This design comes from an exercise in tuning for small area on the open sky130 flow, not from production work.
In this exercise RTL edits were held to simulation tests only and were not proved equivalent to the original.
Power is estimated from default activity; no workload was simulated.

==> build 18 <==
==> flow/design.v <==
module screen_driver #(
  parameter STARTUP_WAIT = 32'd10000000,
  parameter FRAME_WAIT = 32'd450000
)(
  input  clk,
  input  rst,
  input  jumpOffset,
  output io_sclk,
  output io_sdin,
  output io_cs,
  output io_dc,
  output io_reset
);
  localparam [1:0] M_INIT = 2'b00, M_CMD = 2'b01, M_DATA = 2'b11, M_WAIT = 2'b10;
  localparam [1:0] SEG_X = 2'b01, SEG_Y = 2'b11, SEG_Z = 2'b00;
  localparam integer INIT_LEN   = 3 * STARTUP_WAIT + 1;
  localparam integer SLOT0      = (18 - INIT_LEN % 18) % 18;
  localparam integer INIT_BYTES = (INIT_LEN + SLOT0) / 18;
  localparam integer BYTE0      = 1024 - INIT_BYTES;
  localparam integer RSET = STARTUP_WAIT + SLOT0;
  localparam integer RCLR = 2 * STARTUP_WAIT + SLOT0;
  localparam integer RSET_B = BYTE0 + RSET / 18, RSET_S = RSET % 18;
  localparam integer RCLR_B = BYTE0 + RCLR / 18, RCLR_S = RCLR % 18;
  localparam integer WAIT_B = FRAME_WAIT / 18, WAIT_S = FRAME_WAIT % 18;
  localparam SETUP_INSTRUCTIONS = 23;
  localparam [(SETUP_INSTRUCTIONS*8)-1:0] startupCommands = {
    8'hAE, 8'h81, 8'h7F, 8'hA6, 8'h20, 8'h00, 8'hC8, 8'h40,
    8'hA1, 8'hA8, 8'h3F, 8'hD3, 8'h00, 8'hD5, 8'h80, 8'hD9,
    8'h22, 8'hDB, 8'h20, 8'h8D, 8'h14, 8'hA4, 8'hAF
  };
  function [9:0] inc10(input [9:0] a);
    integer i;
    reg c;
    begin
      c = 1'b1;
      for (i = 0; i < 10; i = i + 1) begin
        inc10[i] = a[i] ^ c;
        c = c & a[i];
      end
    end
  endfunction
  function [6:0] dec7(input [6:0] a);
    integer i;
    reg b;
    begin
      b = 1'b1;
      for (i = 0; i < 7; i = i + 1) begin
        dec7[i] = a[i] ^ b;
        b = b & ~a[i];
      end
    end
  endfunction
  reg [1:0] mode;
  reg [4:0] slot;
  reg [9:0] index;
  reg [6:0] obsX;
  reg [1:0] seg;
  reg       jumpLatched;
  reg       sdin;
  reg       resetLow;
  wire inInit = (mode == M_INIT);
  wire inCmd  = (mode == M_CMD);
  wire inData = (mode == M_DATA);
  wire inWait = (mode == M_WAIT);
  wire sending = mode[0];
  wire slotFirst = (slot == 5'd0);
  wire slotLast  = (slot == 5'd17);
  wire lastWrap  = (index == 10'd1023) & slotLast;
  wire cmdEnd  = inCmd & (index == SETUP_INSTRUCTIONS) & slotFirst;
  wire waitEnd = inWait & (index == WAIT_B) & (slot == WAIT_S);
  wire newFrame = cmdEnd | waitEnd;
  wire [2:0] bitSel = ~slot[3:1];
  reg [7:0] cmdByte;
  always @(*) begin
    case (index[4:0])
      5'd0: cmdByte = 8'hAE;
      5'd1: cmdByte = 8'h81;
      5'd2: cmdByte = 8'h7F;
      5'd3: cmdByte = 8'hA6;
      5'd4: cmdByte = 8'h20;
      5'd5: cmdByte = 8'h00;
      5'd6: cmdByte = 8'hC8;
      5'd7: cmdByte = 8'h40;
      5'd8: cmdByte = 8'hA1;
      5'd9: cmdByte = 8'hA8;
      5'd10: cmdByte = 8'h3F;
      5'd11: cmdByte = 8'hD3;
      5'd12: cmdByte = 8'h00;
      5'd13: cmdByte = 8'hD5;
      5'd14: cmdByte = 8'h80;
      5'd15: cmdByte = 8'hD9;
      5'd16: cmdByte = 8'h22;
      5'd17: cmdByte = 8'hDB;
      5'd18: cmdByte = 8'h20;
      5'd19: cmdByte = 8'h8D;
      5'd20: cmdByte = 8'h14;
      5'd21: cmdByte = 8'hA4;
      5'd22: cmdByte = 8'hAF;
      default: cmdByte = 8'hxx;
    endcase
  end
  wire whiteTrigger = inData & (index == 10'd0) & slotLast & obsX[0];
  wire patternBit;
  pattern_generator patternGen (
    .clk(clk),
    .rst(rst),
    .pixelIndex(index),
    .obsX(obsX),
    .jumpOffset(jumpLatched),
    .bitSel(bitSel),
    .update(whiteTrigger),
    .patternBit(patternBit)
  );
  wire [4:0] slotNext = (slot[0] ? {slot[4:1] + 4'd1, 1'b0} : {slot[4:1], 1'b1});
  always @(posedge clk) begin
    if (slotFirst)
      jumpLatched <= jumpOffset;
    if (rst) begin
      mode <= M_INIT;
      slot <= SLOT0;
      index <= BYTE0;
      obsX <= 0;
      seg <= SEG_Z;
      sdin <= 0;
      resetLow <= 0;
    end else begin
      slot <= (slotLast | waitEnd) ? 5'd0 : slotNext;
      if (newFrame)
        index <= 0;
      else if (slotLast)
        index <= inc10(index);
      if (newFrame) begin
        if ((seg == SEG_Y && obsX == 7'd121) || (seg == SEG_Z && obsX == 7'd9))
          obsX <= 0;
        else
          obsX <= dec7(obsX);
        if (obsX == 0)
          seg <= (seg == SEG_Z) ? SEG_X : (seg == SEG_X) ? SEG_Y : SEG_Z;
      end
      if (lastWrap & ~mode[1])
        mode[0] <= 1'b1;
      if (lastWrap & mode[1])
        mode[0] <= 1'b0;
      if (waitEnd)
        mode[0] <= 1'b1;
      if (cmdEnd)
        mode[1] <= 1'b1;
      if (sending & slot[0] & ~slot[4])
        sdin <= inCmd ? cmdByte[bitSel] : patternBit;
      if (inInit & (index == RSET_B) & (slot == RSET_S))
        resetLow <= 1'b1;
      if ((index == RCLR_B) & (slot == RCLR_S))
        resetLow <= 1'b0;
    end
  end
  assign io_sclk  = ~(sending & ~slot[0] & ~slotFirst);
  assign io_sdin  = sdin;
  assign io_cs    = inWait | (slotFirst & (mode[1] | (index != 0)) & sending);
  assign io_dc    = ~(inCmd & ~(slotFirst & (index == 0)));
  assign io_reset = ~resetLow;
endmodule
module jump_controller #(
  parameter JUMP_DURATION = 32'd19_500_000
)(
  input wire clk,
  input wire rst,
  input wire btn1,
  output reg jumpOffset
);
  localparam [19:0] ODD = 20'haaaaa;
  function [19:0] lfsr_step(input [19:0] s);
    lfsr_step = {s[18:0], ~(s[19] ^ s[16])};
  endfunction
  function [419:0] map_compose(input [419:0] f, input [419:0] g);
    integer i, j;
    reg [19:0] v, r;
    begin
      for (j = 0; j <= 20; j = j + 1) begin
        v = g[20*j +: 20];
        r = (j == 20) ? f[400 +: 20] : 20'd0;
        for (i = 0; i < 20; i = i + 1)
          if (v[i]) r = r ^ f[20*i +: 20];
        map_compose[20*j +: 20] = r;
      end
    end
  endfunction
  function [19:0] lfsr_after(input integer n);
    integer j, k;
    reg [419:0] p, acc;
    begin
      for (j = 0; j < 20; j = j + 1) begin
        acc[20*j +: 20] = 20'd1 << j;
        p[20*j +: 20] = lfsr_step(20'd1 << j) ^ lfsr_step(20'd0);
      end
      acc[400 +: 20] = 20'd0;
      p[400 +: 20] = lfsr_step(20'd0);
      for (k = 0; k < 31; k = k + 1) begin
        if ((n >> k) & 1)
          acc = map_compose(p, acc);
        p = map_compose(p, p);
      end
      lfsr_after = acc[400 +: 20];
    end
  endfunction
  localparam [19:0] LFSR_END = lfsr_after(JUMP_DURATION);
  reg [19:0] lfsrQ;
  wire [19:0] lfsr = lfsrQ ^ ODD;
  always @(posedge clk) begin
    lfsrQ <= (jumpOffset ? lfsr_step(lfsr) : 20'd0) ^ ODD;
    if (rst)
      jumpOffset <= 1'b0;
    else if (jumpOffset)
      jumpOffset <= (lfsr != LFSR_END);
    else
      jumpOffset <= !btn1;
  end
endmodule
module pattern_generator (
  input  wire       clk,
  input  wire       rst,
  input  wire [9:0] pixelIndex,
  input  wire [6:0] obsX,
  input  wire       jumpOffset,
  input  wire [2:0] bitSel,
  input  wire       update,
  output wire       patternBit
);
  wire [6:0] col = pixelIndex[6:0];
  wire [2:0] row = pixelIndex[9:7];
  reg [7:0] catSprite [0:31];
  initial $readmemh("cat_sprite.hex", catSprite);
  localparam CAT_X        = 40;
  localparam CAT_WIDTH    = 16;
  localparam WHITE_FRAMES = 30;
  wire horizontalOverlap = ~obsX[6] & obsX[5] & ~(obsX[4] & obsX[3]);
  reg [4:0] whiteCounter;
  always @(posedge clk) begin
    if (rst)
      whiteCounter <= 0;
    else if (update) begin
      if (horizontalOverlap && !jumpOffset)
        whiteCounter <= WHITE_FRAMES;
      else if (whiteCounter != 0)
        whiteCounter <= whiteCounter - 5'd1;
    end
  end
  reg [7:0] diff;
  integer i;
  reg b;
  always @(*) begin
    b = 1'b0;
    for (i = 0; i < 7; i = i + 1) begin
      diff[i] = col[i] ^ obsX[i] ^ b;
      b = (~col[i] & (obsX[i] | b)) | (obsX[i] & b);
    end
    diff[7] = b;
  end
  wire obstacle = (diff[7:3] == 5'd0) & ~(obsX[6:3] == 4'b1111);
  wire showWhite = (whiteCounter != 0);
  wire [2:0] catRow0 = jumpOffset ? 3'd1 : 3'd4;
  wire catRows = (row == catRow0) || (row == catRow0 + 3'd1);
  wire catCols = (col >= CAT_X) && (col < CAT_X + CAT_WIDTH);
  wire [6:0] catCol = col - CAT_X;
  wire [4:0] spriteAddr = {row != catRow0, catCol[3:0]};
  wire [7:0] spriteByte = catSprite[spriteAddr];
  reg [7:0] patternByte;
  always @(*) begin
    if (showWhite)
      patternByte = 8'hFF;
    else if (row == 6)
      patternByte = 8'hF0;
    else if (catRows && catCols)
      patternByte = spriteByte;
    else if (row == 5 && obstacle)
      patternByte = 8'hFF;
    else
      patternByte = 8'h00;
  end
  assign patternBit = patternByte[bitSel];
endmodule
module top #(
  parameter STARTUP_WAIT = 32'd2000,
  parameter FRAME_WAIT = 32'd4500,
  parameter JUMP_DURATION = 32'd950000
)(
  input clk,
  input rst,
  input btn1,
  output io_sclk,
  output io_sdin,
  output io_cs,
  output io_dc,
  output io_reset
);
  wire jumpOffset;
  jump_controller #(
    .JUMP_DURATION(JUMP_DURATION)
  ) jump_inst (
    .clk(clk),
    .rst(rst),
    .btn1(btn1),
    .jumpOffset(jumpOffset)
  );
  screen_driver #(
    .STARTUP_WAIT(STARTUP_WAIT),
    .FRAME_WAIT(FRAME_WAIT)
  ) driver (
    .clk(clk),
    .rst(rst),
    .jumpOffset(jumpOffset),
    .io_sclk(io_sclk),
    .io_sdin(io_sdin),
    .io_cs(io_cs),
    .io_dc(io_dc),
    .io_reset(io_reset)
  );
endmodule
==> flow/cat_sprite.hex <==
00 e0 f0 f8 70 00 00 fc fe fe fc fc fc fe fe fe
00 0f 1f 1c 3c fc fe ff ff ff ff ff ff ff 01 00
==> flow/flow/run.sh <==
#!/bin/bash
# Own layout flow: the standard flow, except that after the standard
# synthesis the combinational logic is mapped again by ABC with an
# area-oriented script (the standard synthesis maps for speed). Registers,
# their names and cell types are left exactly as the standard synthesis made
# them. Each tool's output goes to a log file of its own in this folder.
set -euo pipefail

WORK=$(pwd)
FLOWDIR=$WORK/flow
RES=$WORK/orfs/results/$FLOW_PLATFORM/top/base
LIB=$FLOW_HOME/platforms/$FLOW_PLATFORM/lib/sky130_fd_sc_hd__tt_025C_1v80.lib
YOSYS=$(command -v yosys || echo "$FLOW_HOME/../tools/install/yosys/bin/yosys")

# 1. the standard synthesis, unchanged.
bash standard.sh synth > "$WORK/log_1_standard_synth.log" 2>&1
cp "$RES/1_2_yosys.v" "$WORK/standard_1_2_yosys.v"

# 2. Map the combinational logic again for area. Flip-flop cells are kept
#    as black boxes, so their instances stay as they are.
DONT_USE=""
for c in $(grep -o 'sky130_fd_sc_hd__\(lpflow\|probe\)[a-z0-9_]*' "$LIB" | sort -u); do
  DONT_USE="$DONT_USE -dont_use $c"
done
cat > "$WORK/remap.ys" <<EOS
read_liberty -ignore_miss_func $LIB
blackbox sky130_fd_sc_hd__df* sky130_fd_sc_hd__edf* sky130_fd_sc_hd__sdf* sky130_fd_sc_hd__sedf* sky130_fd_sc_hd__dl* sky130_fd_sc_hd__sdl*
read_verilog $WORK/standard_1_2_yosys.v
hierarchy -check -top $FLOW_TOP
flatten
opt -purge
abc -liberty $LIB $DONT_USE -script $FLOWDIR/area.abc
opt_clean -purge
hilomap -singleton -hicell sky130_fd_sc_hd__conb_1 HI -locell sky130_fd_sc_hd__conb_1 LO
splitnets
opt_clean -purge
tee -o $WORK/remap_stat.txt stat -liberty $LIB
write_verilog -noattr -nohex -nodec $WORK/remapped_1_2_yosys.v
EOS
"$YOSYS" -s "$WORK/remap.ys" > "$WORK/log_2_remap.log" 2>&1

# Use the remapped netlist only if it keeps every flip-flop instance.
n_std=$(grep -c 'sky130_fd_sc_hd__\(df\|edf\|sdf\|sedf\)' "$WORK/standard_1_2_yosys.v" || true)
n_new=$(grep -c 'sky130_fd_sc_hd__\(df\|edf\|sdf\|sedf\)' "$WORK/remapped_1_2_yosys.v" || true)
if [[ "$n_std" == "$n_new" ]]; then
  cp "$WORK/remapped_1_2_yosys.v" "$RES/1_2_yosys.v"
  touch "$RES/1_2_yosys.v"
else
  echo "remap changed the flip-flops ($n_std -> $n_new); keeping the standard netlist" >> "$WORK/log_2_remap.log"
fi

# 3. The rest of the standard flow, from the netlist on. Every port still
#    gets a buffer, but the smallest one; the clock tree uses small buffers
#    and no dummy loads.
bash standard.sh \
  "BUFFER_PORTS_ARGS=-buffer_cell sky130_fd_sc_hd__buf_1" \
  "CTS_ARGS=-sink_clustering_enable -repair_clock_nets -dont_use_dummy_load -buf_list sky130_fd_sc_hd__clkbuf_8 -root_buf sky130_fd_sc_hd__clkbuf_8 -sink_clustering_size 30 -sink_clustering_max_diameter 300" \
  finish > "$WORK/log_3_standard_layout.log" 2>&1
==> flow/flow/area.abc <==
strash; ifraig; dc2; dch -f; amap; strash; dch -f; amap; topo
==> flow/standard.sh <==
#!/bin/bash
# synth_recipe.tcl (not shown) runs the flow's synth.tcl, then flattens the netlist and writes it again
# the make line also repeats each setting of config.mk as NAME=value (left out here)
make -C /OpenROAD-flow-scripts/flow DESIGN_CONFIG=/design/flow/config.mk WORK_HOME=/design/flow/orfs CLKGATE_MAP_FILE= SYNTH_SCRIPT=/design/flow/synth_recipe.tcl "${@:-finish}"
==> flow/config.mk <==
export PLATFORM = sky130hd
export DESIGN_NAME = top
export DESIGN_NICKNAME = top
export VERILOG_FILES = /design/flow/design.v
export SDC_FILE = /design/flow/constraint.sdc
export NUM_CORES = 4
export LEC_CHECK = 0
export CAP_MARGIN = 20
export CORE_MARGIN = 2
export CORE_UTILIZATION = 70
export SLEW_MARGIN = 20
==> flow/constraint.sdc <==
create_clock -name core_clock -period 5.0 [get_ports {clk}]
set_input_delay 1.0000 -clock core_clock [delete_from_list [all_inputs] [get_ports {clk}]]
set_output_delay 1.0000 -clock core_clock [all_outputs]
set_load 0.01 [all_outputs]
==> trial 86: changes against build 18 <==
==> flow/run.sh (new file) <==
#!/bin/bash
# synth_recipe.tcl (not shown) runs the flow's synth.tcl, then flattens the netlist and writes it again
# the make line also repeats each setting of config.mk as NAME=value (left out here)
make -C /OpenROAD-flow-scripts/flow DESIGN_CONFIG=/design/flow/config.mk WORK_HOME=/design/flow/orfs CLKGATE_MAP_FILE= SYNTH_SCRIPT=/design/flow/synth_recipe.tcl finish
--- a/flow/config.mk
+++ b/flow/config.mk
@@ -8,4 +8,4 @@
 export CAP_MARGIN = 20
 export CORE_MARGIN = 2
-export CORE_UTILIZATION = 70
+export CORE_UTILIZATION = 40
 export SLEW_MARGIN = 20
removed: flow/flow/run.sh
removed: flow/flow/area.abc
removed: flow/standard.sh
==> trial 91: changes against build 18 <==
--- a/flow/design.v
+++ b/flow/design.v
@@ -12,6 +12,5 @@
   output io_reset
 );
-  localparam [1:0] M_INIT = 2'b00, M_CMD = 2'b01, M_DATA = 2'b11, M_WAIT = 2'b10;
-  localparam [1:0] SEG_X = 2'b01, SEG_Y = 2'b11, SEG_Z = 2'b00;
+  localparam [1:0] SEG_X = 2'b01, SEG_Y = 2'b11, SEG_Z = 2'b00, SEG_N = 2'b10;
   localparam integer INIT_LEN   = 3 * STARTUP_WAIT + 1;
   localparam integer SLOT0      = (18 - INIT_LEN % 18) % 18;
@@ -51,5 +50,5 @@
     end
   endfunction
-  reg [1:0] mode;
+  reg       sending;     
   reg [4:0] slot;
   reg [9:0] index;
@@ -58,10 +57,9 @@
   reg       jumpLatched;
   reg       sdin;
-  reg       resetLow;
-  wire inInit = (mode == M_INIT);
-  wire inCmd  = (mode == M_CMD);
-  wire inData = (mode == M_DATA);
-  wire inWait = (mode == M_WAIT);
-  wire sending = mode[0];
+  wire started = (seg != SEG_N);
+  wire inInit = ~started & ~sending;
+  wire inCmd  = ~started & sending;
+  wire inData = started & sending;
+  wire inWait = started & ~sending;
   wire slotFirst = (slot == 5'd0);
   wire slotLast  = (slot == 5'd17);
@@ -117,11 +115,10 @@
       jumpLatched <= jumpOffset;
     if (rst) begin
-      mode <= M_INIT;
+      sending <= 1'b0;
       slot <= SLOT0;
       index <= BYTE0;
       obsX <= 0;
-      seg <= SEG_Z;
+      seg <= SEG_N;
       sdin <= 0;
-      resetLow <= 0;
     end else begin
       slot <= (slotLast | waitEnd) ? 5'd0 : slotNext;
@@ -136,27 +133,23 @@
           obsX <= dec7(obsX);
         if (obsX == 0)
-          seg <= (seg == SEG_Z) ? SEG_X : (seg == SEG_X) ? SEG_Y : SEG_Z;
+          seg <= (seg == SEG_X) ? SEG_Y : (seg == SEG_Y) ? SEG_Z : SEG_X;
       end
-      if (lastWrap & ~mode[1])
-        mode[0] <= 1'b1;
-      if (lastWrap & mode[1])
-        mode[0] <= 1'b0;
+      if (inInit & (index == RSET_B) & (slot == RSET_S))
+        obsX[0] <= 1'b1;
+      if (inInit & (index == RCLR_B) & (slot == RCLR_S))
+        obsX[0] <= 1'b0;
+      if (lastWrap)
+        sending <= ~started;
       if (waitEnd)
-        mode[0] <= 1'b1;
-      if (cmdEnd)
-        mode[1] <= 1'b1;
+        sending <= 1'b1;
       if (sending & slot[0] & ~slot[4])
         sdin <= inCmd ? cmdByte[bitSel] : patternBit;
-      if (inInit & (index == RSET_B) & (slot == RSET_S))
-        resetLow <= 1'b1;
-      if ((index == RCLR_B) & (slot == RCLR_S))
-        resetLow <= 1'b0;
     end
   end
   assign io_sclk  = ~(sending & ~slot[0] & ~slotFirst);
   assign io_sdin  = sdin;
-  assign io_cs    = inWait | (slotFirst & (mode[1] | (index != 0)) & sending);
+  assign io_cs    = inWait | (slotFirst & (started | (index != 0)) & sending);
   assign io_dc    = ~(inCmd & ~(slotFirst & (index == 0)));
-  assign io_reset = ~resetLow;
+  assign io_reset = ~(~started & obsX[0]);
 endmodule
 module jump_controller #(
@@ -234,4 +227,17 @@
   localparam WHITE_FRAMES = 30;
   wire horizontalOverlap = ~obsX[6] & obsX[5] & ~(obsX[4] & obsX[3]);
+  function [4:0] white_step(input [4:0] s);
+    white_step = {s[3:0], ~(s[4] ^ s[2])};
+  endfunction
+  function [4:0] white_load(input integer n);
+    integer k;
+    reg [4:0] s;
+    begin
+      s = 5'd0;
+      for (k = 0; k < 31 - n; k = k + 1)
+        s = white_step(s);
+      white_load = s;
+    end
+  endfunction
   reg [4:0] whiteCounter;
   always @(posedge clk) begin
@@ -240,7 +246,7 @@
     else if (update) begin
       if (horizontalOverlap && !jumpOffset)
-        whiteCounter <= WHITE_FRAMES;
+        whiteCounter <= white_load(WHITE_FRAMES);
       else if (whiteCounter != 0)
-        whiteCounter <= whiteCounter - 5'd1;
+        whiteCounter <= white_step(whiteCounter);
     end
   end
==> flow/flow/run.sh (replaced) <==
#!/bin/bash
# Own layout flow: the standard flow, except that
#  - after the standard synthesis, the combinational logic is mapped again by
#    ABC for area (the standard synthesis maps for speed). A few area scripts
#    are tried and the smallest result is used. Registers, their names and
#    cell types are left exactly as the standard synthesis made them;
#  - every port still gets a buffer, but the smallest one (buf_1);
#  - the clock tree is built from clkbuf_8 cells, without dummy loads.
# Each tool's output goes to a log file of its own in this folder.
set -euo pipefail

WORK=$(pwd)
FLOWDIR=$WORK/flow
RES=$WORK/orfs/results/$FLOW_PLATFORM/top/base
LIB=$FLOW_HOME/platforms/$FLOW_PLATFORM/lib/sky130_fd_sc_hd__tt_025C_1v80.lib
YOSYS=$(command -v yosys || echo "$FLOW_HOME/../tools/install/yosys/bin/yosys")

# 1. the standard synthesis, unchanged.
bash standard.sh synth > "$WORK/log_1_standard_synth.log" 2>&1
cp "$RES/1_2_yosys.v" "$WORK/standard_1_2_yosys.v"

# 2. Map the combinational logic again for area. Flip-flop cells are kept
#    as black boxes, so their instances stay as they are.
DONT_USE=""
for c in $(grep -o 'sky130_fd_sc_hd__\(lpflow\|probe\)[a-z0-9_]*' "$LIB" | sort -u); do
  DONT_USE="$DONT_USE -dont_use $c"
done
n_std=$(grep -c 'sky130_fd_sc_hd__\(df\|edf\|sdf\|sedf\)' "$WORK/standard_1_2_yosys.v" || true)

remap() {  # remap NAME: maps with flow/NAME.abc into remap_NAME.v
  local name=$1
  cat > "$WORK/remap_$name.ys" <<EOS
read_liberty -ignore_miss_func $LIB
blackbox sky130_fd_sc_hd__df* sky130_fd_sc_hd__edf* sky130_fd_sc_hd__sdf* sky130_fd_sc_hd__sedf* sky130_fd_sc_hd__dl* sky130_fd_sc_hd__sdl*
read_verilog $WORK/standard_1_2_yosys.v
hierarchy -check -top $FLOW_TOP
flatten
opt -purge
abc -liberty $LIB $DONT_USE -script $FLOWDIR/$name.abc
opt_clean -purge
hilomap -singleton -hicell sky130_fd_sc_hd__conb_1 HI -locell sky130_fd_sc_hd__conb_1 LO
splitnets
opt_clean -purge
tee -o $WORK/remap_$name.stat stat -liberty $LIB
write_verilog -noattr -nohex -nodec $WORK/remap_$name.v
EOS
  "$YOSYS" -s "$WORK/remap_$name.ys" > "$WORK/log_2_remap_$name.log" 2>&1 || return 0
}

for s in area1 ds0 ds1 ds2 ds3; do remap $s & done
wait

best=""; best_area=""
for s in area1 ds0 ds1 ds2 ds3; do
  [[ -f "$WORK/remap_$s.v" && -f "$WORK/remap_$s.stat" ]] || continue
  n_new=$(grep -c 'sky130_fd_sc_hd__\(df\|edf\|sdf\|sedf\)' "$WORK/remap_$s.v" || true)
  [[ "$n_new" == "$n_std" ]] || continue
  a=$(awk '/Chip area for module/ {print $NF}' "$WORK/remap_$s.stat" | tail -1)
  echo "$s $a" >> "$WORK/remap_choice.txt"
  if [[ -z "$best" ]] || awk -v a="$a" -v b="$best_area" 'BEGIN{exit !(a<b)}'; then
    best=$s; best_area=$a
  fi
done
if [[ -n "$best" ]]; then
  echo "using $best ($best_area)" >> "$WORK/remap_choice.txt"
  cp "$WORK/remap_$best.v" "$RES/1_2_yosys.v"
  touch "$RES/1_2_yosys.v"
else
  echo "no remap kept the flip-flops; using the standard netlist" >> "$WORK/remap_choice.txt"
fi

# 3. The rest of the standard flow, from the netlist on.
bash standard.sh \
  "BUFFER_PORTS_ARGS=-buffer_cell sky130_fd_sc_hd__buf_1" \
  "CTS_ARGS=-sink_clustering_enable -repair_clock_nets -dont_use_dummy_load -buf_list sky130_fd_sc_hd__clkbuf_8 -root_buf sky130_fd_sc_hd__clkbuf_8" \
  finish > "$WORK/log_3_standard_layout.log" 2>&1
==> flow/flow/area1.abc (new file) <==
strash; ifraig; dc2; dch -f; amap; strash; dch -f; amap; topo
==> flow/flow/ds0.abc (new file) <==
strash; &get -n; &deepsyn -S 0 -J 1000 -T 900; &put; dch -f; amap; strash; dch -f; amap; strash; dch -f; amap; topo
==> flow/flow/ds1.abc (new file) <==
strash; &get -n; &deepsyn -S 1 -J 1000 -T 900; &put; dch -f; amap; strash; dch -f; amap; strash; dch -f; amap; topo
==> flow/flow/ds2.abc (new file) <==
strash; &get -n; &deepsyn -S 2 -J 1000 -T 900; &put; dch -f; amap; strash; dch -f; amap; strash; dch -f; amap; topo
==> flow/flow/ds3.abc (new file) <==
strash; &get -n; &deepsyn -S 3 -J 1000 -T 900; &put; dch -f; amap; strash; dch -f; amap; strash; dch -f; amap; topo
removed: flow/flow/area.abc
==> notes.md <==
Status
The run finished with no timing, DRC or antenna violations.

Route
After detailed routing, the average wire length per cell comes to 15.5 um.

Worst setup path
The critical path crosses 15 cells after its start point. The required time at the worst-slack endpoint is 5220 ps. The startpoint identified for the worst register-to-register timing path is driver.index[1]$_SDFFE_PP1P_.

Power
The part of the total power dissipated in sequential elements is 0.593. The power consumed by the clock network is 0.270 mW. The analysis attributes to net switching a power of 0.207 mW.

Finish
The multi-input gate area in the final layout is 2030 um2. The library cell used most frequently in the layout, excluding fill and tap cells, is dfxtp_1.

Place
In this run, placement finished with an instance count of 496.
That was trial 86.
==> notes.md <==
Finish
The multi-input combinational cells in the finished layout cover a total of 1220 um2.

Power
Summed over all nets, the switching power comes to 0.161 mW. The power consumed by the clock network is 0.218 mW.

CTS
The number of clock sinks is 53. The H-tree was split into 2 levels.

Hold path
The number of cells traversed by the worst hold path is 1.

Worst setup path
The worst endpoint data arrival time is 3420 ps. STA puts the critical path data required time at 5220 ps. The critical path crosses 13 cells after its start point. The launching point of the worst reg2reg path is driver.slot[1]$_SDFFE_PP1N_.

Place
The instance count after placement with tap cells included is 388.

Timing
Clock skew on the completed layout was measured at 27.8 ps.

Status
The run finished with no timing, DRC or antenna violations.

Route
Dividing the detail-routed wire length by the instance count gives 16.1 um.
That was trial 91.
==> notes.md <==
Status
The run finished with no timing, DRC or antenna violations.

Place
The instance count after placement with tap cells included is 443.

Finish
The multi-input gate area in the final layout is 1440 um2. The library cell used most frequently in the layout, excluding fill and tap cells, is nor2_1.

Global route
The first global-routing pass estimated 12,300 um of wire.

Power
Of the total power, registers draw 0.634. The power consumed by the clock network is 0.224 mW.

Worst setup path
The required time at the worst-slack endpoint is 4000 ps. The count of cell instances traversed by the critical path is 6. The launching point of the worst reg2reg path is driver.index[2]$_SDFFE_PP0N_. Traced cell by cell, the critical path runs through nor2_1 > nand2_1 > nor3_1 > clkinv_1 > o21ai_0 > buf_1.

Route
After detailed routing, the wire length on met1 is 3170 um. Wire segments on met2 add up to 3310 um in the final route. The routed wire length per instance is 16.5 um.
That was build 18.

[static timing again, ports no longer ideal]
Ports are ideal in the flow. The routed layouts listed here were re-timed in OpenROAD. Step 1: set_driving_cell puts a clkbuf_16 on clk and a buf_2 on each other input, an assumption about the parent block. Step 2 times the ports against the registers' clock, not the clock port: input delays grow and output delays shrink by t, the midpoint of the rising clock arrivals with the driver on. a / b / c = ideal / step 1 / step 2; a / b = the first two.
run	t, ns	setup slack, ns	clock arrival spread, ns
build 18	0.333	1.805 / 1.775 / 2.081	0.021 / 0.021
trial 86	0.341	0.528 / 0.528 / 0.528	0.007 / 0.007
trial 91	0.331	1.801 / 1.801 / 1.801	0.028 / 0.027
After both steps setup and hold are still met in every run listed.
